What follows belongs to an exercise in optimizing a design on an open flow for small area and a short achievable clock period; a production flow would make more cautious choices. At most, simulation tests tie the RTL to the original design; equivalence was not proved. Only the layout flow was run in runs 4 and 5; the RTL was not checked for function there. Power and IR drop assume default switching activity.

**flow/design.v**
```verilog
`timescale 1ns / 1ps
module MicroUAZ8Bits2020V02(
    input Clk,
    input Rst,
    input [8:0] i_Instruction,
    input [7:0] i_Dato_Bus,
    output [7:0] o_Addres_Instruction_Bus,
    output [7:0] o_DataOut_Bus,
    output [7:0] o_Addres_Data_Bus,
    output RW
    );
    wire [2:0] op = i_Instruction[8:6];
    wire [2:0] a  = i_Instruction[5:3];
    wire [2:0] b  = i_Instruction[2:0];
    reg [7:0] R [0:7];
    reg [7:0] PC;
    reg C;
    reg fl, Zs, Ns;
    wire [7:0] Ra = R[a];
    wire [7:0] Rb = R[b];
    wire [7:0] R0 = R[0];
    wire Z = fl ? (R0 == 8'd0) & ~C : Zs;
    wire N = fl ? R0[7] : Ns;
    assign RW = ~op[2] & op[1];
    assign o_Addres_Data_Bus = op[1] ? Ra : Rb;
    wire [7:0] rbi = (op[0] | op[2]) ? Rb : {5'b0, b};
    assign o_DataOut_Bus = rbi;
    assign o_Addres_Instruction_Bus = PC;
    wire sub = b[0];
    wire [8:0] s = {1'b0, R0 ^ {8{sub}}} + {1'b0, Ra};
    wire [8:0] addsub = {s[8], s[7:0] ^ {8{sub}}};
    wire left = ~b[0];
    wire [8:0] v = left ? {R0[0], R0[1], R0[2], R0[3], R0[4], R0[5], R0[6], R0[7], 1'b0}
                        : {1'b0, R0};
    wire [8:0] vs = v >> Ra;
    wire [8:0] sh = left ? {vs[0], vs[1], vs[2], vs[3], vs[4], vs[5], vs[6], vs[7], vs[8]} : vs;
    reg [3:0] tt;
    always @* begin
        case (b[1:0])
            2'd0: tt = 4'b0011;    
            2'd1: tt = 4'b1000;    
            2'd2: tt = 4'b1110;    
            default: tt = 4'b0110;  
        endcase
    end
    wire [7:0] lg;
    genvar k;
    generate
        for (k = 0; k < 8; k = k + 1) begin : lgb
            assign lg[k] = tt[{R0[k], Ra[k]}];
        end
    endgenerate
    wire [8:0] res = b[2] ? {b[1:0] == 2'd0, lg} : (b[1] ? sh : addsub);
    wire is_math = op == 3'b101;
    wire is_jump = op == 3'b110;
    wire link    = is_jump & (b == 3'd1);
    wire wa = (op[2:1] == 2'b00) | (op == 3'b100);
    wire [7:0] wd = (op[0] & ~op[2]) ? i_Dato_Bus : rbi;
    reg taken;
    always @* begin
        case (b)
            3'd0, 3'd1: taken = 1'b1;
            3'd2: taken = Z;
            3'd3: taken = ~Z;
            3'd4: taken = N;
            3'd5: taken = ~N;
            3'd6: taken = C;
            default: taken = ~C;
        endcase
    end
    integer i;
    always @(posedge Clk, posedge Rst) begin
        if (Rst) begin
            for (i = 0; i < 8; i = i + 1) R[i] <= 8'd0;
            PC <= 8'd0;
            C <= 1'b0; fl <= 1'b0; Zs <= 1'b0; Ns <= 1'b0;
        end else begin
            for (i = 1; i < 7; i = i + 1)
                if (wa && a == i) R[i] <= wd;
            if (is_math) R[0] <= res[7:0];
            else if (wa && a == 3'd0) R[0] <= wd;
            if (link) R[7] <= PC;
            else if (wa && a == 3'd7) R[7] <= wd;
            PC <= (is_jump & taken) ? Ra : PC + 8'd1;
            if (is_math) begin
                C <= res[8];
                fl <= 1'b1;
            end else if (wa && a == 3'd0) begin
                fl <= 1'b0;
                Zs <= Z;
                Ns <= N;
            end
        end
    end
endmodule
```
**flow/flow/run.sh**
```bash
#!/bin/bash
# Own layout flow: the standard ORFS flow (standard.sh), with the
# changes set in flow/opts.sh:
#  - MY_ABC_SCRIPT: ABC script for synthesis's mapping (via my_synth.tcl,
#    which sources synth_recipe.tcl unchanged and only swaps abc's script);
#  - EXTRA: further make variables (port buffer cell, adder mapping, ...).
# Each tool's output stays in orfs/logs/; make's own output in run_make.log.
set -euo pipefail
W=$(pwd)
export FLOW_WORK=$W
EXTRA=()
source $W/flow/opts.sh
bash standard.sh SYNTH_SCRIPT=$W/flow/my_synth.tcl "${EXTRA[@]}" finish > $W/run_make.log 2>&1
```
**flow/flow/abc.script**
```
&get -n
&st
&dch -f
&nf -R 1000
&put
```
**flow/flow/my_synth.tcl**
```tcl
# The standard synthesis (synth_recipe.tcl, sourced unchanged) with one
# change: Yosys's abc pass runs the ABC script named by MY_ABC_SCRIPT in
# place of ORFS's abc_speed script, and keeps abc from the cells named in
# MY_ABC_DONT_USE, if set.
proc abc {args} {
  set i [lsearch -exact $args -script]
  if { $i >= 0 && [info exists ::env(MY_ABC_SCRIPT)] } {
    lset args [expr { $i + 1 }] $::env(MY_ABC_SCRIPT)
  }
  if { [info exists ::env(MY_ABC_DONT_USE)] } {
    foreach c $::env(MY_ABC_DONT_USE) { lappend args -dont_use $c }
  }
  puts "my_synth: abc $args"
  yosys abc {*}$args
}
source $::env(FLOW_WORK)/synth_recipe.tcl
```
**flow/flow/opts.sh**
```bash
# options for run.sh
export MY_ABC_SCRIPT=$W/flow/abc.script
EXTRA=( "BUFFER_PORTS_ARGS=-buffer_cell sky130_fd_sc_hd__buf_1" "ADDER_MAP_FILE=" )
```
**flow/standard.sh**
```bash
#!/bin/bash
# synth_recipe.tcl (not shown) runs the flow's synth.tcl, then flattens the netlist and writes it again
# the make line also repeats each setting of config.mk as NAME=value (left out here)
make -C /OpenROAD-flow-scripts/flow DESIGN_CONFIG=/design/flow/config.mk WORK_HOME=/design/flow/orfs CLKGATE_MAP_FILE= SYNTH_SCRIPT=/design/flow/synth_recipe.tcl "${@:-finish}"
```
**flow/config.mk**
```make
export PLATFORM = sky130hd
export DESIGN_NAME = MicroUAZ8Bits2020V02
export DESIGN_NICKNAME = MicroUAZ8Bits2020V02
export VERILOG_FILES = /design/flow/design.v
export SDC_FILE = /design/flow/constraint.sdc
export NUM_CORES = 4
export LEC_CHECK = 0
export CAP_MARGIN = 20
export CORE_MARGIN = 2
export CORE_UTILIZATION = 55
export CTS_BUF_LIST = sky130_fd_sc_hd__clkbuf_8
export CTS_CLUSTER_SIZE = 25
export SETUP_SLACK_MARGIN = 2.2
export SLEW_MARGIN = 20
export TNS_END_PERCENT = 0
```
**flow/constraint.sdc**
```tcl
create_clock -name core_clock -period 6.0 [get_ports {Clk}]
set_input_delay 1.2000 -clock core_clock [delete_from_list [all_inputs] [get_ports {Clk}]]
set_output_delay 1.2000 -clock core_clock [all_outputs]
set_load 0.01 [all_outputs]
```
==> impl_results.md, run 1 <==
* Status: timing/DRC/antenna clean
* First-pass GRT wire length at 28.5 mm
* Final ANT Viol Nets at 0
* Post-route insts no fill at around 830
* Share of cells above drive strength 1 at 0.189
* GRT Max-Usage Layer: met2
* Worst setup SP type: primary input
* Core area at 0.00872 mm²
* Via count at approximately 5700
* Tmin final at between 3000 and 4000 ps
* Die width at 98.9 µm
* Setup crit end kind: output port
* Required time of the critical path at 4800 ps
* Port buffer count at 43
* Worst rel slew slack at 0.320
* Clock Sink Count at 76
* H-tree depth at 3
* Worst Hold Path EP: R[6][3]$_DFFE_PP0P_
* Setup slack after layout at around 2000 ps
* Syn_area_per_cell at 8.21 µm²
* Final number of max-transition violations at 0
* Routability cong. at 1.00
* Hold wc startpoint: R[6][3]$_DFFE_PP0P_
* Initial DRC count at 863
* Pre-CTS setup slack at 1070 ps
* Vias in the first global route at about 5200
* DR DRC count at 0
* Worst Path Max Fanout at 6
* Antenna fix cells at 0
* Syn_nets at 622
* CP bufs+invs at 4
* Maximum buffer depth of the clock tree at 2
* R2R cell count at 13
* Crit-path cells: buf_12 -> buf_12 -> nand2_8 -> nor2_4 -> buf_6 -> a222oi_1 -> and3_1 -> nand2_2 -> nor2_2 -> a21oi_2 -> buf_2
* Post-Syn Area at 0.00495 mm²
* Nets@finish at 740
* Reg2Reg Launch Point: R[3][1]$_DFFE_PP0P_
* Largest net degree at the start of global routing at 77
* Yosys reg bits at 76
* Reg2reg setup slack at 2940 ps
* Die area at about 0.01 mm²
* Number of flops mapped to enable cells by yosys at 0
* Post-synthesis cell count at 603
* Worst-Margin Slew at ~1000 ps
* Boundary pin count at 44
* Placed Cells at 765
* Hold Path Class: reg -> reg
* Ys flop type: dfrtp_1
* Crit path arrival time at around 2800 ps
* Register area share after synthesis at 0.384
* Setup TNS Final at 0 ps
* Row count at 34
* Initial Util at 0.568
* Clock latency on the worst-skew pair at 370 ps
* Setup Viol. Count Final at 0
* Kind of critical path: in -> out
* Max cap viols at 0
* CTS Hold Bufs at 0
* Most common cell on crit path: buf_12
* Layout area overhead at 29.4%
* Fmax at 251 MHz
* Root Driver: clkbuf_8
* CTS Buf Count at 9
* Power per cell area at 327 mW/mm²
* Die extent in y at 98.9 µm
* Maximum vdd drop at 0.192 mV
* CTS tree: yes
* Met1 usage at 0.507
* Grt met3 use at 0.0879
* Leakage power total at 2.68 nW
* Final hold violations at 0
* Total congestion overflow at 0
* Skew final at 11.2 ps
* R2r endpoint: R[0][7]$_DFFE_PP0P_
* Synth warnings at 2
* Initial antenna violation count at 0
* WL final at 18.5 mm
* Met2 Usage GRT at 0.584
* Post-DP HPWL at 12.2 mm
* CP top delay family: simple AND/OR/NAND/NOR gates
* Synth unique cells at 44
* Filler instances at 647
* Largest stage delay on the critical path at approximately 370 ps
* Final cycle utilization of the critical path at 0.663
* Fraction of registers with async set/reset at 1.00
* Total Routing Usage GR at 0.375
* Worst path slowest cell: a222oi_1
* Clock-pin slew on the worst setup and hold paths at 80 ps
* WHS Path Cells at 2
* DR pass1 iterations at 6
* Post-DR wirelength/cell at 22.2 µm
* RSZ-0062 raised after global routing: true
* Drt via density at 6.89
[where the power goes]
group | total (mW) | switching (mW) | internal [mW]
sequential | 0.820 | 0.183 | 0.638
combinational | 0.839 | 0.480 | 0.360
clock | 0.439 | 0.206 | 0.233
total | 2.10 | 0.869 | 1.23
[placed cells by master, fill, tap and decap left out, drive strengths merged, types with 2 or more instances in the layout]
cell,instances
a211oi,2
a221oi,4
and3b,2
dfrtp,76
nor3b,4
nor3,8
xor2,11
nand4,5
nand3b,2
nor2,43
nor2b,5
or3,2
a21oi,56
a31oi,8
inv,2
and3,12
a222oi,16
nand3,12
nand2,114
o311ai,3
a21o,7
clkinv,4
mux2i,16
buf,105
o31ai,3
a22oi,41
or2,3
o211ai,13
xnor2,11
clkbuf,9
bufinv,2
xnor3,2
clkinvlp,2
a22o,4
maj3,2
o21ai,91
or4,2
o21a,2
and2,8
[per-layer routing]
layer,vias up,part of all wire
met1,2702,0.40
met2,409,0.45
met5,-,0
met3,78,0.11
met4,0,0.041
li1,2552,-
[flip-flops by register name, summed over array words and instances, names as in the netlist]
signal	flops
PC	8
Ns	1
Zs	1
C	1
fl	1
R	64
[through the flow]
stage	power [mW]	hold slack, ps	utilization	area, µm²
2_1_floorplan	1.25	470	-	4990
3_3_place_gp	1.49	491	0.615	5370
3_5_place_dp	1.51	502	0.615	5370
4_1_cts	2.02	520	0.712	6210
5_1_grt	2.21	565	0.735	6410
6_report	2.10	520	0.735	6410
[how the worst max path moves through the flow]
stage / startpoint / endpoint / slack, ps / cells after the start
2_1_floorplan: i_Instruction[5] / R[0][7]$_DFFE_PP0P_ / 2130 / 16
4_1_cts: i_Instruction[1] / o_Addres_Data_Bus[3] / 2090 / 11
3_3_place_gp: i_Instruction[1] / o_Addres_Data_Bus[7] / 1050 / 9
6_report: i_Instruction[1] / o_Addres_Data_Bus[3] / 2020 / 11
3_5_place_dp: i_Instruction[1] / o_Addres_Data_Bus[7] / 1070 / 9
5_1_grt: i_Instruction[3] / R[0][7]$_DFFE_PP0P_ / 2000 / 16
[worst register-to-register path, stage by stage, from the launching register on]
cell	delay [ps]
dfrtp_1	430
a222oi_1	350
nand3_1	200
a21o_4	240
maj3_2	320
maj3_2	370
and3_4	190
nand2_2	60
nand4_1	100
nor2_1	110
o21ai_1	60
a31oi_1	170
o211ai_1	120
a22o_1	250
[synth_stat cells, types with 2 or more instances]
| cell | n | share of area |
|---|---|---|
| a211oi_1 | 2 | 0.0030 |
| maj3_1 | 2 | 0.0040 |
| a31oi_1 | 8 | 0.010 |
| nand4_1 | 5 | 0.0063 |
| and3_1 | 12 | 0.015 |
| nor3_1 | 8 | 0.0081 |
| and2_0 | 8 | 0.010 |
| or4_1 | 2 | 0.0030 |
| o311ai_0 | 3 | 0.0053 |
| nor2_1 | 43 | 0.033 |
| xor2_1 | 11 | 0.019 |
| a22oi_1 | 41 | 0.062 |
| a22o_1 | 4 | 0.0071 |
| and3b_1 | 2 | 0.0035 |
| nand3b_1 | 2 | 0.0030 |
| a21oi_1 | 56 | 0.057 |
| o31ai_1 | 3 | 0.0045 |
| nand3_1 | 12 | 0.012 |
| o211ai_1 | 13 | 0.020 |
| or2_0 | 3 | 0.0038 |
| a221oi_1 | 4 | 0.0071 |
| nand2_1 | 114 | 0.086 |
| nor3b_1 | 4 | 0.0061 |
| xnor2_1 | 11 | 0.019 |
| nor2b_1 | 5 | 0.0063 |
| o21ai_0 | 91 | 0.092 |
| dfrtp_1 | 76 | 0.38 |
| mux2i_1 | 16 | 0.032 |
| o21a_1 | 2 | 0.0030 |
| a222oi_1 | 16 | 0.032 |
| xnor3_1 | 2 | 0.0091 |
| or3_1 | 2 | 0.0025 |
| a21o_1 | 6 | 0.0091 |
| clkinv_1 | 4 | 0.0030 |
[final cells by class]
cell class / instances / area [µm²] / area share
multi-input cells: 524 / 3310 / 0.516
flip-flops and latches: 76 / 1900 / 0.297
repair buffers: 106 / 817 / 0.127
well taps: 108 / 135 / 0.0211
clock buffers: 9 / 124 / 0.0193
clock inverters: 6 / 88.8 / 0.0139
inverters: 4 / 32.5 / 0.00508
[cells by family after synthesis]
kind of cell / after synthesis / synth area share
AOI/OAI and AO/OA: 257 / 0.326
xor gates and xnor gates: 24 / 0.0480
adders and majority gates: 2 / 0.00404
buffers and inverters: 4 / 0.00303
DFF: 76 / 0.384
muxes: 17 / 0.0346
and+or+nand+nor: 223 / 0.200
[what timing repair did]
action,4_1_cts,5_1_grt
gates cloned,2,0
setup endpoints to repair,46,32
pin swaps,16,23
setup buffers,37,14
resized for setup,85,34
==> inputs of run 2 (changes only) <==
==> flow/flow/abc.script (replaced) <==
&get -n
&st
&dch
&nf
&put
==> flow/flow/opts.sh (replaced) <==
# options for run.sh
export MY_ABC_SCRIPT=$W/flow/abc.script
export MY_ABC_DONT_USE="sky130_fd_sc_hd__a222oi_1 sky130_fd_sc_hd__a2111oi_0 sky130_fd_sc_hd__a2111oi_1 sky130_fd_sc_hd__o2111ai_1 sky130_fd_sc_hd__o2111ai_2 sky130_fd_sc_hd__a2111o_1 sky130_fd_sc_hd__o2111a_1"
EXTRA=( "BUFFER_PORTS_ARGS=-buffer_cell sky130_fd_sc_hd__buf_1" "ADDER_MAP_FILE=" )
--- a/flow/config.mk
+++ b/flow/config.mk
@@ -8,8 +8,8 @@
 export CAP_MARGIN = 20
 export CORE_MARGIN = 2
-export CORE_UTILIZATION = 55
+export CORE_UTILIZATION = 40
 export CTS_BUF_LIST = sky130_fd_sc_hd__clkbuf_8
 export CTS_CLUSTER_SIZE = 25
-export SETUP_SLACK_MARGIN = 2.2
+export SETUP_SLACK_MARGIN = 2.5
 export SLEW_MARGIN = 20
 export TNS_END_PERCENT = 0
==> impl_results.md, run 2 <==
* Total congestion overflow at 0 (unchanged)
* Worst rel slew slack at 0.215 (was 0.320)
* Register area share after synthesis at 0.364 (was 0.384)
* Combinational fraction of design power at 0.429 (was 0.400)
* Largest stage delay on the critical path at 230 ps (was 370 ps)
* Core area at 0.0127 mm² (was 0.00872 mm²)
* Clock latency on the worst-skew pair at 380 ps (was 370 ps)
* Drt via density at 6.52 (was 6.89)
* Port buffer count at 43 (unchanged)
* Synth top area share at 0.364 (was 0.384)
* Clock-pin slew on the worst setup and hold paths at 80 ps (about the same)
* Post-synth top area cell: dfrtp_1 (unchanged)
* Skew final at 16.2 ps (was 11.2 ps)
* Post-route insts no fill at 919 (was 833)
* Top Registers: R: 64 flops, PC: 8 flops (unchanged)
* Net Sw Power at 0.967 mW (was 0.869 mW)
* RSZ-0062 raised after global routing: true (unchanged)
* Setup crit end kind: output port (unchanged)
* Initial Util at 0.413 (was 0.568)
* Synth unique cells at 54 (was 44)
* Power Internal at 1.28 mW (was 1.23 mW)
* Final ANT Viol Nets at 0 (unchanged)
* Tmin final at 3990 ps (was 3980 ps)
* Synth top area cells: dfrtp_1, a22oi_1, a21oi_1 (was dfrtp_1, o21ai_0, nand2_1)
* Fmax at 251 MHz (about the same)
* Clock Sink Count at 76 (unchanged)
* Worst Hold Path EP: R[3][3]$_DFFE_PP0P_ (was R[6][3]$_DFFE_PP0P_)
* Routability cong. at 0.923 (was 1.00)
* Row count at 41 (was 34)
* Final number of max-transition violations at 0 (unchanged)
* Met2 Usage GRT at 0.519 (was 0.584)
* Worst Path Max Fanout at 7 (was 6)
* CTS Hold Bufs at 0 (unchanged)
* CP bufs+invs at 5 (was 4)
* CTS Buf Count at 9 (unchanged)
* Setup Viol. Count Final at 0 (unchanged)
* Total Routing Usage GR at 0.313 (was 0.375)
* Initial antenna violation count at 0 (unchanged)
* Vias in the first global route at 5737 (was 5248)
* GRT Max-Usage Layer: met2 (unchanged)
* Hold wc startpoint: R[3][3]$_DFFE_PP0P_ (was R[6][3]$_DFFE_PP0P_)
* CP top delay family: buffers and inverters (was simple AND/OR/NAND/NOR gates)
* Layout area overhead at 33.6% (was 29.4%)
* Worst-Margin Slew at 1180 ps (was 1020 ps)
* R2R cell count at 12 (was 13)
* Top reg by flops: R (unchanged)
* DR DRC count at 0 (unchanged)
* Ys flop type: dfrtp_1 (unchanged)
* Leakage power total at 2.93 nW (was 2.68 nW)
* Die area at 0.0140 mm² (was 0.00978 mm²)
* Die width at 118 µm (was 98.9 µm)
* Placed Cells at 847 (was 765)
* Share of cells above drive strength 1 at 0.207 (was 0.189)
* Hold Path Class: reg -> reg (unchanged)
* Antenna fix cells at 0 (unchanged)
* Setup TNS Final at 0 ps (unchanged)
* First-pass GRT wire length at 33.6 mm (was 28.5 mm)
* Crit-path cells: buf_8 -> buf_12 -> nand2b_4 -> nor2_4 -> buf_6 -> buf_4 -> a22oi_1 -> a21oi_2 -> nor2_1 -> a21oi_1 -> clkbuf_2 (was buf_12 -> buf_12 -> nand2_8 -> nor2_4 -> buf_6 -> a222oi_1 -> and3_1 -> nand2_2 -> nor2_2 -> a21oi_2 -> buf_2)
* Initial DRC count at 796 (was 863)
* Maximum buffer depth of the clock tree at 2 (unchanged)
* Most common cell after layout, fill and taps aside: nand2_1 (unchanged)
* Nets@finish at 762 (was 740)
* R2r endpoint: R[0][6]$_DFFE_PP0P_ (was R[0][7]$_DFFE_PP0P_)
* Most common cell in the synthesized netlist: nand2_1 (unchanged)
* Root Driver: clkbuf_8 (unchanged)
* CTS tree: yes (unchanged)
* Kind of critical path: in -> out (unchanged)
* Worst setup SP type: primary input (unchanged)
* Maximum vdd drop at 0.170 mV (was 0.192 mV)
* Post-synthesis cell count at 619 (was 603)
* Crit path arrival time at 2790 ps (was 2780 ps)
* WL final at 22.4 mm (was 18.5 mm)
* Status: timing/DRC/antenna clean (unchanged)
* Final hold violations at 0 (unchanged)
* Synth warnings at 2 (unchanged)
* Worst path slowest cell: a21oi_1 (was a222oi_1)
* Fraction of registers with async set/reset at 1.00 (unchanged)
* Clock share of power at 0.188 (was 0.209)
* Largest net degree at the start of global routing at 77 (unchanged)
* Boundary pin count at 44 (unchanged)
* Final cycle utilization of the critical path at 0.664 (was 0.663)
* Max reg flops at 64 (unchanged)
* Reg2Reg Launch Point: R[5][0]$_DFFE_PP0P_ (was R[3][1]$_DFFE_PP0P_)
* Grt met3 use at 0.0502 (was 0.0879)
* Most frequent cells in the layout: nand2_1, dfrtp_1, a21oi_1 (was nand2_1, o21ai_0, dfrtp_1)
* Switching share of total power at 0.430 (was 0.414)
* Max cap viols at 0 (unchanged)
* WHS Path Cells at 2 (unchanged)
* DR pass1 iterations at 6 (unchanged)
* Required time of the critical path at 4800 ps (about the same)
* Via count at 5995 (was 5741)
* Syn_nets at 638 (was 622)
* Number of flops mapped to enable cells by yosys at 0 (unchanged)
* Sequential power share at 0.384 (was 0.391)
* Power per cell area at 322 mW/mm² (was 327 mW/mm²)
* Post-DP HPWL at 14.6 mm (was 12.2 mm)
* Syn_area_per_cell at 8.45 µm² (was 8.21 µm²)
* Reg2reg setup slack at 2510 ps (was 2940 ps)
* Post-Syn Area at 0.00523 mm² (was 0.00495 mm²)
* Die extent in y at 118 µm (was 98.9 µm)
* Post-DR wirelength/cell at 24.3 µm (was 22.2 µm)
* Yosys reg bits at 76 (unchanged)
* Met1 usage at 0.395 (was 0.507)
* H-tree depth at 3 (unchanged)
* Synth top cells by count: nand2_1, dfrtp_1, a21oi_1 (was nand2_1, o21ai_0, dfrtp_1)
## run 2: cell count changes in the layout (fill, tap and decap cells not counted), moves of 5 or more
cell / delta
o211ai_1: -7
nand2b_1: +7
nor2_1: +8
and4b_1: +6
nand2_1: -30
buf_6: -5
a21oi_1: +8
a22o_1: +6
xnor2_1: +8
o21ai_0: -27
a222oi_1: -16
nand3_1: +9
## run 2: through the flow
stage | area (µm²) | hold slack (ps) | util | power (mW) | setup slack (ps)
global placement | 5780 | 487 | 0.457 | 1.66 | 955
floorplan | 5300 | 464 | - | 1.36 | 2230
CTS | 6680 | 510 | 0.528 | 2.16 | 2060
detailed placement | 5780 | 490 | 0.457 | 1.67 | 840
global route | 6990 | 561 | 0.551 | 2.36 | 1990
finish | 6990 | 511 | 0.551 | 2.25 | 2010
## run 2: tightest hold or removal path: stages, from the launching register on
cell	delay [ps]
dfrtp_1	360
nand2_1	50
o21ai_0	60
## run 2: per-layer routing
metal,up-vias,wire length [µm]
li1,2661,-
met1,2881,8880
met2,357,10600
met3,96,1720
met4,0,1170
met5,-,0
## run 2: worst max-delay path by stage
stage	slack [ps]	start	endpoint	cells after the start
2_1_floorplan	2230	i_Instruction[3]	R[0][6]$_DFFE_PP0P_	11
3_3_place_gp	950	i_Instruction[3]	R[0][6]$_DFFE_PP0P_	12
3_5_place_dp	840	i_Instruction[5]	R[0][6]$_DFFE_PP0P_	12
4_1_cts	2060	i_Instruction[3]	o_Addres_Data_Bus[0]	8
5_1_grt	1990	i_Instruction[3]	o_Addres_Data_Bus[0]	8
6_report	2010	i_Instruction[1]	o_Addres_Data_Bus[7]	11
## run 2: cell families after synthesis
logic type | count (synthesis) | share of synthesized area
AOI/OAI and AO/OA | 253 | 0.312
and+or+nand+nor | 234 | 0.223
DFF | 76 | 0.364
xor gates and xnor gates | 28 | 0.0522
muxes | 21 | 0.0411
buffers and inverters | 5 | 0.00359
adders and majority gates | 2 | 0.00383
## run 2: power by group through the flow
stage / Sequential [mW] / Combinational, mW / Clock (mW)
CTS: 0.847 / 0.895 / 0.422
global placement: 0.854 / 0.807 / 0
global route: 0.874 / 1.04 / 0.444
floorplan: 0.783 / 0.575 / 0
detailed placement: 0.854 / 0.815 / 0
finish: 0.863 / 0.964 / 0.422
## run 2: repair_timing
item                       CTS  global route
gates resized for setup     80            40
setup endpoints to repair   72            26
pin swaps                   16            13
buffers inserted            34            13
cloned                       7             1
## run 2: layout make-up
type	instances	area [µm²]
clock buffers	11	151
clock inverters	4	50.0
fillers	1210	5680
inverters	5	26.3
multi-input cells	538	3630
flip-flops and latches	76	1900
well taps	172	215
repair buffers	113	1020
==> inputs of run 3 (changes only) <==
==> flow/flow/abc.script (replaced) <==
&get -n
&st
&dch -f
&nf -R 1000
&put
==> flow/flow/opts.sh (replaced) <==
# options for run.sh
export MY_ABC_SCRIPT=$W/flow/abc.script
EXTRA=( "BUFFER_PORTS_ARGS=-buffer_cell sky130_fd_sc_hd__buf_1" "ADDER_MAP_FILE=" "RECOVER_POWER=100" )
==> impl_results.md, run 3 <==
* Leakage power total at 2.61 nW (was 2.93 nW)
* Top Registers: R: 64 flops, PC: 8 flops (unchanged)
* Drt via density at 6.48 (was 6.52)
* CTS Hold Bufs at 0 (unchanged)
* Synth top area share at 0.384 (was 0.364)
* Met2 wire length at 8.44 mm (was 10.6 mm)
* Syn_nets at 622 (was 638)
* Post-DP HPWL at 12.8 mm (was 14.6 mm)
* Routability cong. at 0.991 (was 0.923)
* Nets@finish at 741 (was 762)
* Die width at 115 µm (was 118 µm)
* Wire length on met1 at 8.16 mm (was 8.88 mm)
* CTS tree: yes (unchanged)
* Status: finished with violations (was timing/DRC/antenna clean)
* CP top delay family: buffers and inverters (unchanged)
* Synth top area cells: dfrtp_1, o21ai_0, nand2_1 (was dfrtp_1, a22oi_1, a21oi_1)
* Clock-pin slew on the worst setup and hold paths at 80 ps (about the same)
* Post-DR wirelength/cell at 22.0 µm (was 24.3 µm)
* Clock latency on the worst-skew pair at 370 ps (was 380 ps)
* Syn_area_per_cell at 8.21 µm² (was 8.45 µm²)
* Crit-path cells: buf_12 -> clkbuf_1 -> clkinvlp_2 -> nand2_8 -> nor2_1 -> a222oi_1 -> and3_1 -> nand2_1 -> nor2_1 -> a21oi_1 -> clkbuf_1 (was buf_8 -> buf_12 -> nand2b_4 -> nor2_4 -> buf_6 -> buf_4 -> a22oi_1 -> a21oi_2 -> nor2_1 -> a21oi_1 -> clkbuf_2)
* Largest net degree at the start of global routing at 43 (was 77)
* Max cap viols at 1 (was 0)
* Fmax at 202 MHz (was 251 MHz)
* Worst Hold Path EP: R[6][1]$_DFFE_PP0P_ (was R[3][3]$_DFFE_PP0P_)
* Switching share of total power at 0.430 (about the same)
* Most common cell after layout, fill and taps aside: nand2_1 (unchanged)
* Initial antenna violation count at 0 (unchanged)
* Post-synth top area cell: dfrtp_1 (unchanged)
* Total congestion overflow at 0 (unchanged)
* Root Driver: clkbuf_8 (unchanged)
* WL final at 19.7 mm (was 22.4 mm)
* Die extent in y at 115 µm (was 118 µm)
* Worst path slowest cell: clkinvlp_2 (was a21oi_1)
* Port buffer count at 43 (unchanged)
* Number of flops mapped to enable cells by yosys at 0 (unchanged)
* R2r endpoint: R[0][7]$_DFFE_PP0P_ (was R[0][6]$_DFFE_PP0P_)
* Sequential power share at 0.409 (was 0.384)
* CTS Buf Count at 9 (unchanged)
* Top reg by flops: R (unchanged)
* H-tree depth at 3 (unchanged)
* Skew final at 15.1 ps (was 16.2 ps)
* Antenna fix cells at 0 (unchanged)
* Core area at 0.0121 mm² (was 0.0127 mm²)
* First-pass GRT wire length at 30.9 mm (was 33.6 mm)
* Boundary pin count at 44 (unchanged)
* Total Routing Usage GR at 0.306 (was 0.313)
* Fail Reasons: max-capacitance violations, max-slew violations
* Yosys reg bits at 76 (unchanged)
* DR DRC count at 0 (unchanged)
* Worst-Margin Slew at 2360 ps (was 1180 ps)
* Worst setup SP type: primary input (unchanged)
* Combinational fraction of design power at 0.413 (was 0.429)
* Hold Path Class: reg -> reg (unchanged)
* Setup crit end kind: output port (unchanged)
* Worst Path Max Fanout at 5 (was 7)
* Required time of the critical path at 4800 ps (about the same)
* Worst rel slew slack at -0.577 (was 0.215)
* Core Util, Final at 0.523 (was 0.551)
* Final hold violations at 0 (unchanged)
* R2R cell count at 13 (was 12)
* Maximum vdd drop at 0.181 mV (was 0.170 mV)
* Metal3 WL at 2.33 mm (was 1.72 mm)
* CP bufs+invs at 4 (was 5)
* Kind of critical path: in -> out (unchanged)
* Power Internal at 1.13 mW (was 1.28 mW)
* Final ANT Viol Nets at 0 (unchanged)
* Top Layer Used: met4 (unchanged)
* Via count at 5796 (was 5995)
* Crit path arrival time at 3760 ps (was 2790 ps)
* Setup Viol. Count Final at 0 (unchanged)
* Max reg flops at 64 (unchanged)
* Die area at 0.0133 mm² (was 0.0140 mm²)
* Tmin final at 4960 ps (was 3990 ps)
* RSZ-0062 raised after global routing: true (unchanged)
* Clock share of power at 0.179 (was 0.188)
* Clock Sink Count at 76 (unchanged)
* Final cycle utilization of the critical path at 0.827 (was 0.664)
* Largest stage delay on the critical path at 530 ps (was 230 ps)
* Initial DRC count at 838 (was 796)
* Most common cell in the synthesized netlist: nand2_1 (unchanged)
* Power per cell area at 316 mW/mm² (was 322 mW/mm²)
* Setup TNS Final at 0 ps (unchanged)
* Layout area overhead at 27.3% (was 33.6%)
* Post-Syn Area at 0.00495 mm² (was 0.00523 mm²)
* Reg2Reg Launch Point: R[2][1]$_DFFE_PP0P_ (was R[5][0]$_DFFE_PP0P_)
* Synth top cells by count: nand2_1, o21ai_0, dfrtp_1 (was nand2_1, dfrtp_1, a21oi_1)
* Synth unique cells at 44 (was 54)
* Final number of max-transition violations at 43 (was 0)
* Net Sw Power at 0.855 mW (was 0.967 mW)
* Synth warnings at 2 (unchanged)
* Power, Total at 1.99 mW (was 2.25 mW)
* Initial Util at 0.411 (was 0.413)
* WHS Path Cells at 2 (unchanged)
* Most frequent cells in the layout: nand2_1, o21ai_0, dfrtp_1 (was nand2_1, dfrtp_1, a21oi_1)
* Post-synthesis cell count at 603 (was 619)
* Hold wc startpoint: R[6][1]$_DFFE_PP0P_ (was R[3][3]$_DFFE_PP0P_)
* Maximum buffer depth of the clock tree at 2 (unchanged)
* Row count at 40 (was 41)
* DR pass1 iterations at 10 (was 6)
* Share of cells above drive strength 1 at 0.160 (was 0.207)
* Ys flop type: dfrtp_1 (unchanged)
* Vias in the first global route at 5446 (was 5737)
* Register area share after synthesis at 0.384 (was 0.364)
* Fraction of registers with async set/reset at 1.00 (unchanged)
* Reg2reg setup slack at 2850 ps (was 2510 ps)
run 3: cell count changes after synthesis, moves of 5 or more:
cell,before,now
a21oi_1,64,56
a222oi_1,0,16
a22o_1,10,4
and4b_1,6,0
nand2_1,82,114
nand2b_1,9,1
nand3_1,20,12
nor2_1,48,43
o211ai_1,6,13
o21ai_0,63,91
o22ai_1,6,1
xnor2_1,19,11
run 3: power by group through the flow:
| stage | Sequential (mW) | Clock, mW | Combinational, mW |
|---|---|---|---|
| 3_5_place_dp | 0.814 | 0 | 0.716 |
| 3_3_place_gp | 0.810 | 0 | 0.701 |
| 4_1_cts | 0.808 | 0.356 | 0.805 |
| 2_1_floorplan | 0.761 | 0 | 0.503 |
| 6_report | 0.813 | 0.356 | 0.821 |
| 5_1_grt | 0.829 | 0.382 | 0.898 |
run 3: cell families after synthesis:
kind of cell	synth area share
simple gates	0.200
xor+xnor	0.0480
mux	0.0346
compound gates	0.326
flops	0.384
buf+inv	0.00303
fa+ha+maj	0.00404
run 3: repair_timing:
action / 4_1_cts / 5_1_grt
gates resized for setup: 80 / 6
setup buffers: 44 / 0
pin swaps: 28 / 9
endpoints found under the setup margin: 74 / 36
cloned: 8 / 0
run 3: stage by stage:
step,hold slack [ps],cell area [µm²],setup slack [ps],instances
after global placement,488,5510,1080,827
final,524,6310,1040,894
after floorplan,470,5040,2300,603
after global routing,559,6310,997,894
after detailed placement,501,5510,1140,827
after CTS,519,6360,2100,894
run 3: final cells by class:
type	count	area [µm²]
fill	1142	5760
multi-input combinational	529	3290
sequential	76	1900
timing repair buffer	102	719
tap	168	210
clock buffer	10	138
clock inverter	5	30.0
inverter	4	21.3
run 3: worst max-delay path by stage:
stage	start	end	depth (start not counted)
3_5_place_dp	i_Instruction[1]	o_DataOut_Bus[0]	8
5_1_grt	i_Instruction[0]	R[0][4]$_DFFE_PP0P_	18
6_report	i_Instruction[0]	o_Addres_Data_Bus[4]	11
2_1_floorplan	i_Instruction[3]	R[0][7]$_DFFE_PP0P_	16
4_1_cts	i_Instruction[0]	o_Addres_Data_Bus[4]	11
3_3_place_gp	i_Instruction[1]	o_Addres_Data_Bus[7]	9
run 3: worst min-delay path, stage by stage (launching register included):
cell     delay, ps
dfrtp_1        370
nand2_1         60
o21ai_0         60
run 3: metal layers:
layer	GRT usage	vias up
met4	0.108	0
li1	-	2567
met5	0	-
met2	0.444	428
met1	0.448	2727
met3	0.0685	74
==> inputs of run 4 (changes only) <==
--- a/flow/design.v
+++ b/flow/design.v
@@ -24,6 +24,5 @@
     assign RW = ~op[2] & op[1];
     assign o_Addres_Data_Bus = op[1] ? Ra : Rb;
-    wire [7:0] rbi = (op[0] | op[2]) ? Rb : {5'b0, b};
-    assign o_DataOut_Bus = rbi;
+    assign o_DataOut_Bus = op[0] ? Rb : {5'b0, b};
     assign o_Addres_Instruction_Bus = PC;
     wire sub = b[0];
@@ -56,5 +55,5 @@
     wire link    = is_jump & (b == 3'd1);
     wire wa = (op[2:1] == 2'b00) | (op == 3'b100);
-    wire [7:0] wd = (op[0] & ~op[2]) ? i_Dato_Bus : rbi;
+    wire [7:0] wd = op[2] ? Rb : (op[0] ? i_Dato_Bus : {5'b0, b});
     reg taken;
     always @* begin
==> flow/flow/opts.sh (replaced) <==
# options for run.sh
export MY_ABC_SCRIPT=$W/flow/abc.script
EXTRA=( "BUFFER_PORTS_ARGS=-buffer_cell sky130_fd_sc_hd__buf_1" "ADDER_MAP_FILE=" )
--- a/flow/config.mk
+++ b/flow/config.mk
@@ -8,5 +8,5 @@
 export CAP_MARGIN = 20
 export CORE_MARGIN = 2
-export CORE_UTILIZATION = 40
+export CORE_UTILIZATION = 55
 export CTS_BUF_LIST = sky130_fd_sc_hd__clkbuf_8
 export CTS_CLUSTER_SIZE = 25
==> impl_results.md, run 4 <==
* Root Driver: clkbuf_8 (unchanged)
* Clock-pin slew on the worst setup and hold paths at 90 ps (was 80 ps)
* Power, Total at 2.14 mW (was 1.99 mW)
* Crit path arrival time at 4310 ps (was 3760 ps)
* Initial DRC count at 1012 (was 838)
* Setup slack after layout at 1910 ps (was 1040 ps)
* Post-DP HPWL at 12.4 mm (was 12.8 mm)
* WHS Path Cells at 2 (unchanged)
* Die area at 0.00984 mm² (was 0.0133 mm²)
* Initial antenna violation count at 1 (was 0)
* Initial Util at 0.569 (was 0.411)
* Maximum buffer depth of the clock tree at 2 (unchanged)
* Largest net degree at the start of global routing at 77 (was 43)
* Cell depth of the worst setup path at 21 (was 11)
* Max cap viols at 0 (was 1)
* Boundary pin count at 44 (unchanged)
* R2R cell count at 13 (unchanged)
* CP bufs+invs at 13 (was 4)
* Top Registers: R: 64 flops, PC: 8 flops (unchanged)
* Ys flop type: dfrtp_1 (unchanged)
* Most frequent cells in the layout: nand2_1, o21ai_0, dfrtp_1 (unchanged)
* Total congestion overflow at 0 (unchanged)
* Crit-path cells: buf_12 -> nor3b_4 -> buf_6 -> a222oi_1 -> nand3_2 -> buf_6 -> buf_4 -> buf_4 -> buf_4 -> buf_4 -> buf_4 -> buf_4 -> buf_4 -> buf_4 -> buf_4 -> buf_4 -> nand3_2 -> a21o_1 -> nand3_1 -> a31oi_1 -> o21ai_1 (was buf_12 -> clkbuf_1 -> clkinvlp_2 -> nand2_8 -> nor2_1 -> a222oi_1 -> and3_1 -> nand2_1 -> nor2_1 -> a21oi_1 -> clkbuf_1)
* Total Routing Usage GR at 0.428 (was 0.306)
* Die width at 99.2 µm (was 115 µm)
* Hold Path Class: reg -> reg (unchanged)
* Synth top area share at 0.382 (was 0.384)
* DR DRC count at 0 (unchanged)
* CTS Buf Count at 9 (unchanged)
* Die extent in y at 99.2 µm (was 115 µm)
* Final cycle utilization of the critical path at 0.682 (was 0.827)
* Status: timing/DRC/antenna clean (was finished with violations)
* Via count at 6286 (was 5796)
* Port buffer count at 43 (unchanged)
* Row count at 34 (was 40)
* Clock latency on the worst-skew pair at 370 ps (about the same)
* Antenna fix cells at 0 (unchanged)
* Clock Sink Count at 76 (unchanged)
* Core area at 0.00876 mm² (was 0.0121 mm²)
* WL final at 20.7 mm (was 19.7 mm)
* Vias in the first global route at 5938 (was 5446)
* Syn_area_per_cell at 7.99 µm² (was 8.21 µm²)
* Synth top cells by count: nand2_1, o21ai_0, dfrtp_1 (unchanged)
* CTS tree: yes (unchanged)
* Worst rel slew slack at 0.355 (was -0.577)
* DR pass1 iterations at 9 (was 10)
* Power per cell area at 323 mW/mm² (was 316 mW/mm²)
* First-pass GRT wire length at 32.9 mm (was 30.9 mm)
* Most common cell on crit path: buf_4
* Skew final at 11.8 ps (was 15.1 ps)
* Final number of max-transition violations at 0 (was 43)
* Multi-input gate area at 0.00340 mm² (was 0.00329 mm²)
* Final hold violations at 0 (unchanged)
* Required time of the critical path at 6220 ps (was 4800 ps)
* H-tree depth at 3 (unchanged)
* Setup Viol. Count Final at 0 (unchanged)
* Max reg flops at 64 (unchanged)
* Tmin final at 4090 ps (was 4960 ps)
* Top reg by flops: R (unchanged)
* Most common cell after layout, fill and taps aside: nand2_1 (unchanged)
* Post-synth top area cell: dfrtp_1 (unchanged)
* Most common cell in the synthesized netlist: nand2_1 (unchanged)
* Post-Syn Area at 0.00498 mm² (was 0.00495 mm²)
* Largest stage delay on the critical path at 490 ps (was 530 ps)
* RSZ-0062 raised after global routing: true (unchanged)
* Setup crit end kind: flop (was output port)
* Drt via density at 7.22 (was 6.48)
* Register area share after synthesis at 0.382 (was 0.384)
* CP top delay family: buffers and inverters (unchanged)
* Pre-CTS setup slack at 1200 ps (was 1140 ps)
* Final ANT Viol Nets at 0 (unchanged)
* Synth top area cells: dfrtp_1, nand2_1, o21ai_0 (was dfrtp_1, o21ai_0, nand2_1)
* Filler instances at 648 (was 1142)
* Setup TNS Final at 0 ps (unchanged)
* Yosys reg bits at 76 (unchanged)
* Post-DR wirelength/cell at 23.8 µm (was 22.0 µm)
* Syn_nets at 643 (was 622)
* Synth warnings at 2 (unchanged)
* Nets@finish at 777 (was 741)
* Worst setup SP type: primary input (unchanged)
* Maximum vdd drop at 0.205 mV (was 0.181 mV)
* Synth unique cells at 46 (was 44)
* Routability cong. at 1.00 (was 0.991)
* Leakage power total at 2.88 nW (was 2.61 nW)
* Kind of critical path: in -> reg (was in -> out)
* Layout area overhead at 32.8% (was 27.3%)
* Number of flops mapped to enable cells by yosys at 0 (unchanged)
* Fraction of registers with async set/reset at 1.00 (unchanged)
* Share of cells above drive strength 1 at 0.212 (was 0.160)
* Worst Path Max Fanout at 10 (was 5)
* Reg area at 0.00190 mm² (unchanged)
* Worst path slowest cell: a222oi_1 (was clkinvlp_2)
* Fmax at 244 MHz (was 202 MHz)
* Post-synthesis cell count at 624 (was 603)
* Worst-Margin Slew at 967 ps (was 2360 ps)
## run 4: cell count changes after synthesis, moves of 4 or more
cell      delta
and2_0       -4
nand2_1     +16
mux2i_1      -9
nor4_1       +5
o211ai_1    -10
a221oi_1     +6
nand3_1     +14
and3_1       -5
nor2b_1      +6
nand4_1      -4
a22oi_1     -11
## run 4: logic make-up (layout without fill, tap and decap cells)
family	after synthesis	count (layout)	share of synthesized area
AOI/OAI and AO/OA	254	254	0.320
adders and majority gates	2	2	0.00402
DFF	76	76	0.382
xor gates and xnor gates	24	24	0.0449
and+or+nand+nor	255	260	0.228
buffers and inverters	4	138	0.00301
muxes	9	9	0.0186
## run 4: worst reg2reg max path: cells and delay by family, from the launching register on
family / cells / cell delay (ps)
adder cells (fa/ha/maj): 2 / 650
AO/OA/AOI/OAI: 6 / 1340
flip-flops: 1 / 430
XOR/XNOR: 2 / 300
AND/OR/NAND/NOR: 3 / 470
## run 4: layout make-up
class,count,area share
Tap cell,108,0.0204
Clock buffer,10,0.0208
Timing Repair Buffer,118,0.142
Multi-Input combinational cell,549,0.514
Sequential cell,76,0.287
Clock inverter,6,0.0108
Inverter,4,0.00491
## run 4: stage by stage
step	hold WS (ps)	std cells	instance area [µm²]	utilization
after global routing	559	871	6620	0.755
after global placement	488	787	5420	0.619
after floorplan	449	624	5030	-
after detailed placement	509	787	5420	0.619
final	535	871	6620	0.755
after CTS	529	867	6530	0.745
## run 4: path summary, 6_finish.rpt
path / start / endpoint / slack [ps]
min in group asynchronous: Rst / R[1][6]$_DFFE_PP0P_ / 1100
min reg2reg: Zs$_DFFE_PP0P_ / Zs$_DFFE_PP0P_ / 530
min: Zs$_DFFE_PP0P_ / Zs$_DFFE_PP0P_ / 530
max in group asynchronous: Rst / R[0][6]$_DFFE_PP0P_ / 4290
max: i_Instruction[4] / R[0][5]$_DFFE_PP0P_ / 1910
max reg2reg: R[2][1]$_DFFE_PP0P_ / R[0][6]$_DFFE_PP0P_ / 2700
## run 4: layer usage
layer  track usage  up-vias  routed length, µm  part of all wire
met5             0        -                 11           0.00053
met4         0.212        2               1510             0.073
met3         0.110      198               3170              0.15
met2         0.625      595               8370              0.40
met1         0.591     2846               7670              0.37
li1              -     2645                  -                 -
## run 4: repair_timing
action | 4_1_cts | 5_1_grt
cloned | 8 | 0
buffers inserted | 56 | 4
pin swaps | 27 | 12
hold buffers | 0 | 0
resized for setup | 103 | 19
setup endpoints to repair | 75 | 26
## run 4: power by group
| group | internal, mW | switching (mW) |
|---|---|---|
| clock network | 0.208 | 0.229 |
| logic | 0.375 | 0.505 |
| registers | 0.632 | 0.189 |
==> inputs of run 5 (changes only) <==
--- a/flow/design.v
+++ b/flow/design.v
@@ -24,9 +24,38 @@
     assign RW = ~op[2] & op[1];
     assign o_Addres_Data_Bus = op[1] ? Ra : Rb;
-    assign o_DataOut_Bus = op[0] ? Rb : {5'b0, b};
+    wire [7:0] rbi = (op[0] | op[2]) ? Rb : {5'b0, b};
+    assign o_DataOut_Bus = rbi;
     assign o_Addres_Instruction_Bus = PC;
     wire sub = b[0];
-    wire [8:0] s = {1'b0, R0 ^ {8{sub}}} + {1'b0, Ra};
-    wire [8:0] addsub = {s[8], s[7:0] ^ {8{sub}}};
+    wire [7:0] xs = R0 ^ {8{sub}};
+    wire [7:0] g0 = xs & Ra;
+    wire [7:0] p0 = xs ^ Ra;
+    wire [7:0] g1, p1, g2, p2, g3;
+    genvar q;
+    generate
+        for (q = 0; q < 8; q = q + 1) begin : pf
+            if (q % 2 == 1) begin : l1a
+                assign g1[q] = g0[q] | (p0[q] & g0[q-1]);
+                assign p1[q] = p0[q] & p0[q-1];
+            end else begin : l1b
+                assign g1[q] = g0[q];
+                assign p1[q] = p0[q];
+            end
+            if (q % 4 >= 2) begin : l2a
+                assign g2[q] = g1[q] | (p1[q] & g1[(q/4)*4+1]);
+                assign p2[q] = p1[q] & p1[(q/4)*4+1];
+            end else begin : l2b
+                assign g2[q] = g1[q];
+                assign p2[q] = p1[q];
+            end
+            if (q >= 4) begin : l3a
+                assign g3[q] = g2[q] | (p2[q] & g2[3]);
+            end else begin : l3b
+                assign g3[q] = g2[q];
+            end
+        end
+    endgenerate
+    wire [7:0] cin = {g3[6:0], 1'b0};
+    wire [8:0] addsub = {g3[7], (R0 ^ Ra) ^ cin};
     wire left = ~b[0];
     wire [8:0] v = left ? {R0[0], R0[1], R0[2], R0[3], R0[4], R0[5], R0[6], R0[7], 1'b0}
@@ -55,5 +84,5 @@
     wire link    = is_jump & (b == 3'd1);
     wire wa = (op[2:1] == 2'b00) | (op == 3'b100);
-    wire [7:0] wd = op[2] ? Rb : (op[0] ? i_Dato_Bus : {5'b0, b});
+    wire [7:0] wd = (op[0] & ~op[2]) ? i_Dato_Bus : rbi;
     reg taken;
     always @* begin
==> impl_results.md, run 5 <==
* Final cycle utilization of the critical path at 0.686 (was 0.682)
* Post-synth top area cell: dfrtp_1 (unchanged)
* Layout area overhead at 27.8% (was 32.8%)
* Post-DP HPWL at 12.7 mm (was 12.4 mm)
* Max reg flops at 64 (unchanged)
* Top Registers: R: 64 flops, PC: 8 flops (unchanged)
* DR DRC count at 0 (unchanged)
* Routability cong. at 1.00 (about the same)
* Power, Total at 2.21 mW (was 2.14 mW)
* Largest net degree at the start of global routing at 77 (unchanged)
* Worst Path Max Fanout at 6 (was 10)
* Required time of the critical path at 4800 ps (was 6220 ps)
* Initial DRC count at 638 (was 1012)
* Worst setup SP type: primary input (unchanged)
* Fin Hold WS at 511 ps (was 535 ps)
* Tmin final at 4120 ps (was 4090 ps)
* Most frequent cells in the layout: nand2_1, a21oi_1, o21ai_0 (was nand2_1, o21ai_0, dfrtp_1)
* Nets@finish at 752 (was 777)
* Clock Sink Count at 76 (unchanged)
* Row count at 34 (unchanged)
* CTS Buf Count at 9 (unchanged)
* Crit path arrival time at 2920 ps (was 4310 ps)
* Yosys reg bits at 76 (unchanged)
* Worst-Margin Slew at 1040 ps (was 967 ps)
* H-tree depth at 3 (unchanged)
* Pre-CTS setup slack at 1020 ps (was 1200 ps)
* Grt met3 use at 0.0887 (was 0.110)
* Antenna fix cells at 0 (unchanged)
* Root Driver: clkbuf_8 (unchanged)
* Die area at 0.00970 mm² (was 0.00984 mm²)
* Synth warnings at 2 (unchanged)
* Max cap viols at 0 (unchanged)
* Syn_nets at 635 (was 643)
* Filler instances at 676 (was 648)
* Total congestion overflow at 0 (unchanged)
* Power per cell area at 353 mW/mm² (was 323 mW/mm²)
* Via count at 5927 (was 6286)
* Setup crit end kind: output port (was flop)
* Post-DR wirelength/cell at 22.9 µm (was 23.8 µm)
* Synth top area cells: dfrtp_1, a21oi_1, o21ai_0 (was dfrtp_1, nand2_1, o21ai_0)
* Met2 Usage GRT at 0.624 (was 0.625)
* First-pass GRT wire length at 29.8 mm (was 32.9 mm)
* Setup slack after layout at 1880 ps (was 1910 ps)
* Total Routing Usage GR at 0.394 (was 0.428)
* Setup TNS Final at 0 ps (unchanged)
* Top reg by flops: R (unchanged)
* Synth top area share at 0.387 (was 0.382)
* Kind of critical path: in -> out (was in -> reg)
* Number of flops mapped to enable cells by yosys at 0 (unchanged)
* Initial antenna violation count at 0 (was 1)
* Clock-pin slew on the worst setup and hold paths at 90 ps (about the same)
* Skew final at 9.65 ps (was 11.8 ps)
* Post-route cell area at 0.00627 mm² (was 0.00662 mm²)
* WHS Path Cells at 2 (unchanged)
* Port buffer count at 43 (unchanged)
* Area after DPL at 0.00538 mm² (was 0.00542 mm²)
* CTS Hold Bufs at 0 (unchanged)
* Most common cell in the synthesized netlist: nand2_1 (unchanged)
* Synth unique cells at 41 (was 46)
* Synth top cells by count: nand2_1, a21oi_1, o21ai_0 (was nand2_1, o21ai_0, dfrtp_1)
* Register area share after synthesis at 0.387 (was 0.382)
* Syn_area_per_cell at 7.97 µm² (was 7.99 µm²)
* Vias in the first global route at 5431 (was 5938)
* Maximum buffer depth of the clock tree at 2 (unchanged)
* Most common cell after layout, fill and taps aside: nand2_1 (unchanged)
* Drt via density at 7.01 (was 7.22)
* Initial Util at 0.566 (was 0.569)
* Fmax at 243 MHz (was 244 MHz)
* Clock latency on the worst-skew pair at 360 ps (was 370 ps)
* Setup Viol. Count Final at 0 (unchanged)
* Maximum vdd drop at 0.228 mV (was 0.205 mV)
* Status: timing/DRC/antenna clean (unchanged)
* Post-Syn Area at 0.00491 mm² (was 0.00498 mm²)
* Die extent in y at 98.5 µm (was 99.2 µm)
* Post-synthesis cell count at 616 (was 624)
* Met1 usage at 0.509 (was 0.591)
* Ys flop type: dfrtp_1 (unchanged)
* Hold Path Class: reg -> reg (unchanged)
* Share of cells above drive strength 1 at 0.182 (was 0.212)
* Boundary pin count at 44 (unchanged)
* Die width at 98.5 µm (was 99.2 µm)
* Final ANT Viol Nets at 0 (unchanged)
* CTS tree: yes (unchanged)
* Final number of max-transition violations at 0 (unchanged)
* WL final at 19.4 mm (was 20.7 mm)
* Core area at 0.00868 mm² (was 0.00876 mm²)
* Final hold violations at 0 (unchanged)
* RSZ-0062 raised after global routing: true (unchanged)
* GRT Max-Usage Layer: met2 (unchanged)
* R2R cell count at 16 (was 13)
* Worst rel slew slack at 0.303 (was 0.355)
* Leakage power total at 2.55 nW (was 2.88 nW)
* DR pass1 iterations at 6 (was 9)
* Fraction of registers with async set/reset at 1.00 (unchanged)
-- run 5: cell count changes after synthesis, moves of 6 or more --
cell	delta
a22oi_1	+16
nand2_1	-37
nand4_1	+7
o21ai_0	-10
a21oi_1	+30
mux2i_1	+8
a222oi_1	-6
a21o_1	-7
nor2_1	+28
nand3_1	-18
nor2b_1	-7
-- run 5: power breakdown --
part | switching, mW | internal [mW]
registers | 0.208 | 0.653
logic | 0.543 | 0.382
clock network | 0.222 | 0.207
total | 0.972 | 1.24
-- run 5: critical path: stages --
cell and delay (ps):
buf_12 90, buf_4 150, nor3b_4 60, buf_4 150, a22oi_2 170, nand2_1 100
a2111oi_4 390, nor2_2 80, a21oi_2 170, buf_4 150, a21oi_2 40, buf_2 170
-- run 5: cells by family after synthesis --
group	share of synthesized area
AO/OA/AOI/OAI	0.324
XOR/XNOR	0.0357
flip-flops	0.387
buffers and inverters	0.00612
AND/OR/NAND/NOR	0.204
adder cells (fa/ha/maj)	0.00816
multiplexers	0.0352
-- run 5: final timing paths --
check	startpoint	to	slack [ps]
worst max-delay path	i_Instruction[5]	o_Addres_Data_Bus[7]	1880
worst min-delay path	Zs$_DFFE_PP0P_	Zs$_DFFE_PP0P_	510
worst max register to register	R[3][0]$_DFFE_PP0P_	R[0][7]$_DFFE_PP0P_	2750
worst min register to register	Zs$_DFFE_PP0P_	Zs$_DFFE_PP0P_	510
max in group asynchronous	Rst	R[6][7]$_DFFE_PP0P_	4280
min in group asynchronous	Rst	R[1][4]$_DFFE_PP0P_	1110
-- run 5: area by class of cell --
type,count,area [µm²],share of cell area
multi-input combinational,535,3280,0.522
sequential,76,1900,0.303
timing repair buffer,103,706,0.113
clock buffer,10,138,0.0219
tap,108,135,0.0215
clock inverter,6,70.1,0.0112
inverter,8,45.0,0.00718
-- run 5: per-stage QoR --
stage                      util  cells
after floorplan               -    616
after global placement    0.620    777
after detailed placement  0.620    777
after CTS                 0.703    832
after global routing      0.723    846
final                     0.723    846
-- run 5: routing by layer --
layer | vias to the layer above | part of all wire
met2 | 463 | 0.46
met1 | 2765 | 0.37
met4 | 0 | 0.062
met3 | 116 | 0.11
li1 | 2583 | -
met5 | - | 0
-- run 5: what timing repair did --
item                       in CTS  in global routing
cloned                          2                  1
pin swaps                      19                 12
gates resized for setup        64                 15
buffers inserted               37                 13
setup endpoints to repair      89                 26

## what the ideal ports hide
Ports are ideal in the flow. The routed layouts listed here were re-timed in OpenROAD. Step 1 assumes that a clkbuf_16 drives the clock port and a buf_2 every other input. Step 2 moves the port delays by t, midway between the first and last clock arrival at a register: inputs arrive t later, outputs are due t later. That takes back most of the time a late clock gives input paths. a / b / c = ideal / step 1 / step 2; a / b = the first two.
| run | t, ns | slack for setup (ns) | worst slew at a driven data input, ns |
|---|---|---|---|
| run 1 | 0.399 | 2.023 / 1.929 / 1.754 | 0.09 |
| run 2 | 0.403 | 2.015 / 1.859 / 1.546 | 0.20 |
| run 3 | 0.395 | 1.041 / 0.977 / 0.690 | 0.06 |
| run 4 | 0.401 | 1.908 / 1.889 / 1.488 | 0.07 |
| run 5 | 0.393 | 1.884 / 1.824 / 1.584 | 0.06 |
The setup slack of run 2, which loses most, moves by -0.156 ns with the drivers and by -0.469 ns with both steps.
